This is an optimization exercise on Yosys and OpenROAD, whose aim is a short achievable clock period and few clock cycles per item, not a production implementation.
The RTL was checked by simulation tests, not by an equivalence proof against the original design.

lagoon:
==> flow/design.v <==
module cpu(clk, rst, imem_addr, imem_rdata, dmem_addr, dmem_rdata, dmem_we, dmem_wdata);
  input clk;
  input rst;
  output [9:0] imem_addr;
  input [31:0] imem_rdata;
  output [9:0] dmem_addr;
  input [31:0] dmem_rdata;
  output dmem_we;
  output [31:0] dmem_wdata;
  reg [31:0] RF [1:31];
  reg [31:0] wRes, w2Res;      
  reg [4:0] wDest;             
  reg [4:0] eDest;
  reg eSW, eK;
  wire [4:0] eDestV = eK ? 5'd0 : eDest;
  wire eSWV = eSW & ~eK;
  reg [15:0] bhtH, bhtL;
  integer k;
  reg uV, uInv;
  reg [3:0] uIdx;
  reg [9:0] PC;
  wire [31:0] fI = imem_rdata;
  wire fJ = fI[31:26] == 6'd2;
  wire fBr = fI[31:27] == 5'b00010;
  wire fInv = bhtH[PC[3:0]];
  wire fPT = fBr & (fI[15] ^ fInv);
  wire [9:0] fPC1 = PC + 10'd1;
  wire [9:0] fBT;
  add10c u_fbt(.a(PC), .b(fI[9:0]), .ci(1'b1), .s(fBT));
  wire [9:0] fNext0 = fJ ? fI[9:0] : fBr & fI[15] ? fBT : fPC1;
  wire [9:0] fNext1 = fJ ? fI[9:0] : fBr & ~fI[15] ? fBT : fPC1;
  wire [9:0] fNext = fInv ? fNext1 : fNext0;
  wire [9:0] fAlt = fInv ^ fI[15] ? fPC1 : fBT;
  wire [4:0] fRs = fI[25:21], fRt = fI[20:16];
  wire [31:0] fA0 = fRs[2:0] == 3'd0 ? 32'd0 : RF[{2'd0, fRs[2:0]}];
  wire [31:0] fA1 = RF[{2'd1, fRs[2:0]}], fA2 = RF[{2'd2, fRs[2:0]}], fA3 = RF[{2'd3, fRs[2:0]}];
  wire [31:0] fB0 = fRt[2:0] == 3'd0 ? 32'd0 : RF[{2'd0, fRt[2:0]}];
  wire [31:0] fB1 = RF[{2'd1, fRt[2:0]}], fB2 = RF[{2'd2, fRt[2:0]}], fB3 = RF[{2'd3, fRt[2:0]}];
  reg [31:0] dI;
  reg [31:0] dA0, dA1, dA2v, dA3v, dB0, dB1, dB2v, dB3v;
  reg dV, dPT, dA2, dA3, dB2, dB3;
  reg [3:0] gA, gB;            
  reg dStall;                  
  reg [9:0] dAlt;
  reg [3:0] dIdx;
  wire [5:0] dOp = dI[31:26], dFn = dI[5:0];
  wire [4:0] dRs = dI[25:21], dRt = dI[20:16], dRd = dI[15:11];
  wire dR = dOp == 6'd0;
  wire dSLL = dR & dFn == 6'd0, dSRL = dR & dFn == 6'd2, dADD = dR & dFn == 6'd32,
       dSUB = dR & dFn == 6'd34, dAND = dR & dFn == 6'd36, dOR = dR & dFn == 6'd37,
       dNOR = dR & dFn == 6'd39;
  wire dADDI = dOp == 6'd8, dANDI = dOp == 6'd12, dORI = dOp == 6'd13,
       dLW = dOp == 6'd35, dSW = dOp == 6'd43, dBEQ = dOp == 6'd4, dBNE = dOp == 6'd5;
  wire dRW = dSLL | dSRL | dADD | dSUB | dAND | dOR | dNOR;
  wire dIW = dADDI | dANDI | dORI | dLW;
  wire [4:0] dDest = dRW ? dRd : dIW ? dRt : 5'd0;
  wire dImm = dADDI | dANDI | dORI;
  wire [31:0] dSimm = {{16{dI[15]}}, dI[15:0]};
  wire [31:0] dA = ({32{gA[0]}} & dA0) | ({32{gA[1]}} & dA1) | ({32{gA[2]}} & dA2v) | ({32{gA[3]}} & dA3v);
  wire [31:0] dB = ({32{gB[0]}} & dB0) | ({32{gB[1]}} & dB1) | ({32{gB[2]}} & dB2v) | ({32{gB[3]}} & dB3v);
  wire [31:0] dAv = dA2 ? wRes : dA3 ? w2Res : dA;
  wire [31:0] dBv = dB2 ? wRes : dB3 ? w2Res : dB;
  wire [9:0] dAddr;
  add10c u_addr(.a(dAv[9:0]), .b(dI[11:2]), .ci(1'b0), .s(dAddr));
  wire dMA = eDestV != 5'd0 & eDestV == dRs;
  wire dMB = eDestV != 5'd0 & eDestV == dRt;
  wire dGo = dV & ~dStall;
  wire fLW = fI[31:26] == 6'd35, fMem = fLW | fI[31:26] == 6'd43;
  wire fStall = (fMem & dGo & dDest != 5'd0 & dDest == fRs) | (fLW & dGo & dSW);
  reg eBeq, eBne, ePT, eSt;
  reg [3:0] eIdx;
  reg [9:0] eAlt, eAddr, mAddr;
  reg [31:0] eA, eB, eO2;      
  reg eSub;
  reg [4:0] eSh;
  reg sAdd, sAnd, sOr, sNor, sSll, sSrl, sLw;
  reg eZok, eZsh;              
  reg [31:0] eZm;              
  reg sWe;
  reg [31:0] sData;
  wire [32:0] sumx = {eA, 1'b1} + {eO2, eSub};
  wire [31:0] sum = sumx[32:1];
  wire [31:0] res = ({32{sAdd}} & sum) | ({32{sAnd}} & (eA & eO2)) | ({32{sOr}} & (eA | eO2))
                  | ({32{sNor}} & ~(eA | eO2)) | ({32{sSll}} & (eB << eSh))
                  | ({32{sSrl}} & (eB >> eSh)) | ({32{sLw}} & dmem_rdata);
  wire eEq = eA == eB;
  wire eBr = ~eK & (eBeq | eBne);
  wire eTaken = eBeq ? eEq : ~eEq;
  wire eMis = eBr & (eTaken ^ ePT);
  wire [31:0] eZv = eZsh ? eB & eZm : ({32{sAnd}} & (eA & eO2)) | ({32{sOr}} & (eA | eO2))
                                      | ({32{sNor}} & ~(eA | eO2));
  wire eZ = eZv == 32'd0;
  wire [4:0] dX = dRs == 5'd0 ? dRt : dRs;
  wire dEarly = dV & (dBEQ | dBNE) & ((dRs == 5'd0) ^ (dRt == 5'd0)) & eZok & eDestV == dX;
  wire dTakenE = dBEQ ? eZ : ~eZ;
  wire dMisE = dEarly & (dTakenE ^ dPT);
  wire [31:0] nA = dMA ? res : dAv;
  wire [31:0] nB = dMB ? res : dBv;
  assign imem_addr = PC;
  assign dmem_addr = mAddr;
  assign dmem_we = sWe;
  assign dmem_wdata = sData;
  always @(posedge clk) begin
    if(rst) begin
      PC <= 10'd0;
      dV <= 1'b0;
      bhtH <= 16'd0;
      bhtL <= 16'd0;
      uV <= 1'b0;
      eDest <= 5'd0;
      eSW <= 1'b0;
      eBeq <= 1'b0;
      eBne <= 1'b0;
      eK <= 1'b0;
      dStall <= 1'b0;
      wDest <= 5'd0;
      sWe <= 1'b0;
    end else begin
      if(eMis) begin
        PC <= eAlt;
        dV <= 1'b0;
      end else if(dMisE) begin
        PC <= dAlt;
        dV <= 1'b0;
      end else if(~dStall) begin
        PC <= fNext;
        dV <= 1'b1;
      end
      for(k = 0; k < 16; k = k + 1)
        if(uV & uIdx == k) begin
          bhtH[k] <= uInv ? bhtH[k] | bhtL[k] : bhtH[k] & bhtL[k];
          bhtL[k] <= uInv ? ~bhtL[k] | bhtH[k] : ~bhtL[k] & bhtH[k];
        end
      uV <= eBr;
      eDest <= dGo ? dDest : 5'd0;
      eSW <= dGo & dSW;
      eBeq <= dGo & dBEQ;
      eBne <= dGo & dBNE;
      eK <= eMis;
      dStall <= ~eMis & ~dStall & fStall;
      wDest <= eDestV;
      sWe <= eSWV;
    end
    uIdx <= eIdx;
    uInv <= eTaken ^ eSt;
    if(~dStall) begin
      dI <= fI;
      dPT <= fPT;
      dAlt <= fAlt;
      dIdx <= PC[3:0];
      gA <= 4'd1 << fI[25:24];
      gB <= 4'd1 << fI[20:19];
      dA0 <= fA0; dA1 <= fA1; dA2v <= fA2; dA3v <= fA3;
      dB0 <= fB0; dB1 <= fB1; dB2v <= fB2; dB3v <= fB3;
      dA2 <= eDestV != 5'd0 & eDestV == fRs;
      dB2 <= eDestV != 5'd0 & eDestV == fRt;
      dA3 <= wDest != 5'd0 & wDest == fRs;
      dB3 <= wDest != 5'd0 & wDest == fRt;
    end else begin
      dA0 <= dAv; dA1 <= dAv; dA2v <= dAv; dA3v <= dAv;
      dB0 <= dBv; dB1 <= dBv; dB2v <= dBv; dB3v <= dBv;
      dA2 <= dMA;
      dB2 <= dMB;
      dA3 <= 1'b0;
      dB3 <= 1'b0;
    end
    ePT <= dPT ^ dMisE;
    eSt <= dI[15];
    eIdx <= dIdx;
    eAlt <= dAlt;
    eAddr <= dAddr;
    mAddr <= eSWV ? eAddr : dAddr;
    eA <= nA;
    eB <= nB;
    eO2 <= dImm ? dSimm : nB ^ {32{dSUB}};
    eSub <= dSUB;
    eSh <= dI[10:6];
    sAdd <= dADD | dSUB | dADDI;
    sAnd <= dAND | dANDI;
    sOr <= dOR | dORI;
    sNor <= dNOR;
    sSll <= dSLL;
    sSrl <= dSRL;
    sLw <= dLW;
    eZok <= dSLL | dSRL | dAND | dANDI | dOR | dORI | dNOR;
    eZsh <= dSLL | dSRL;
    eZm <= dSLL ? 32'hffffffff >> dI[10:6] : 32'hffffffff << dI[10:6];
    sData <= eB;
    wRes <= res;
    w2Res <= wRes;
    if(wDest != 5'd0) RF[wDest] <= wRes;
  end
endmodule
module add10c(a, b, ci, s);
  input [9:0] a, b;
  input ci;
  output [9:0] s;
  wire [10:0] x = {a, 1'b1} + {b, ci};
  assign s = x[10:1];
endmodule
Settings: LEC_CHECK=0, CAP_MARGIN=20, CORE_MARGIN=2, CORE_UTILIZATION=35, SETUP_SLACK_MARGIN=5, SLEW_MARGIN=20, SYNTH_HIERARCHICAL=1; clock period 7.5 ns.
standard.sh (not shown) runs the stock make flow with config.mk's settings and CLKGATE_MAP_FILE= SYNTH_SCRIPT=/design/flow/synth_recipe.tcl, a recipe that flattens the netlist after the stock synthesis.
==> flow/flow/run.sh <==
#!/bin/bash
# The standard layout (standard.sh) with these changes:
# - synthesis leaves Yosys's adders to ABC instead of mapping them to the
#   library's full/half-adder cells, and ABC maps for delay with its classic
#   mapper (flow/abc.script) instead of ORFS's speed script;
set -o pipefail
export ADDER_MAP_FILE=
export MY_ABC_SCRIPT=$PWD/flow/abc.script
# The standard flow's synthesis script with the ABC script replaced
{ head -n 1 synth_recipe.tcl
  cat <<'EOT'
proc abc {args} {
  set i [lsearch -exact $args -script]
  if {$i >= 0} { set args [lreplace $args $i [expr {$i + 1}] -script $::env(MY_ABC_SCRIPT)] }
  yosys abc {*}$args
}
EOT
  tail -n +2 synth_recipe.tcl; } > flow_synth.tcl
bash standard.sh SYNTH_SCRIPT=$PWD/flow_synth.tcl SETUP_SLACK_MARGIN=5 finish 2>&1 | tee standard.log
==> flow/flow/abc.script <==
strash
map -D 300
buffer -c
topo
stime -c
upsize -c
dnsize -c
Testbench counts of lagoon, summed over its fixed seeds: cycles 46,044, instructions 44,290.
The following lists how willow was set up differently from lagoon:
- PLACE_DENSITY now 0.7, previously not set
- CORE_UTILIZATION now 40, was 35
-- flow/flow/run.sh --
<<< lagoon, line 2
# The standard layout (standard.sh) with these changes:
# - synthesis leaves Yosys's adders to ABC instead of mapping them to the
#   library's full/half-adder cells, and ABC maps for delay with its classic
#   mapper (flow/abc.script) instead of ORFS's speed script;
set -o pipefail
export ADDER_MAP_FILE=
>>> willow, line 2
# The standard layout (standard.sh) with these changes:
# - synthesis leaves Yosys's adders to ABC instead of mapping them to the
#   library's full/half-adder cells, and ABC maps for delay (structural choices, then its classic
#   mapper; flow/abc.script) instead of ORFS's speed script;
set -o pipefail
export ADDER_MAP_FILE=
==> flow/flow/abc.script <==
strash
dch
map -D 300
buffer -c
topo
stime -c
upsize -c
dnsize -c
### Flow results
- willow: all stages complete, timing, DRC and antenna checks passed
- Diff willow and lagoon: full die area higher in lagoon
- Routed length on met2: willow lower than lagoon
- Summary of willow over lagoon: number of nets at the end of the flow down 1608, fmax went up 1.5%.
- Per-cell via count in the routed design ends up lower on lagoon.
- Number of placed instances, taps included | willow below lagoon
- In terms of global-route wire length before repair, willow and lagoon differ only marginally.

## what the ideal ports hide
Ports are ideal in the flow. The routed layouts listed here were re-timed in OpenROAD. Step 1: set_driving_cell puts a clkbuf_16 on clk and a buf_2 on each other input, an assumption about the parent block. Step 2, shift: input delay + t, output delay - t, t = (earliest + latest rising clock arrival at the registers) / 2. This alone moves slack from input paths to output paths. Slacks: ideal ports / drivers / drivers and shift; pairs: ideal ports / drivers.
| run | t, ns | setup slack, ns | pins driven straight from the clock port |
|---|---|---|---|
| lagoon | 0.946 | 4.567 / 4.465 / 3.877 | 1 |
| willow | 0.940 | 4.609 / 4.547 / 3.884 | 1 |
After both steps setup and hold are still met in every run listed. For willow, which loses most, drivers alone change the setup slack by -0.062 ns; drivers and shift together by -0.725 ns.
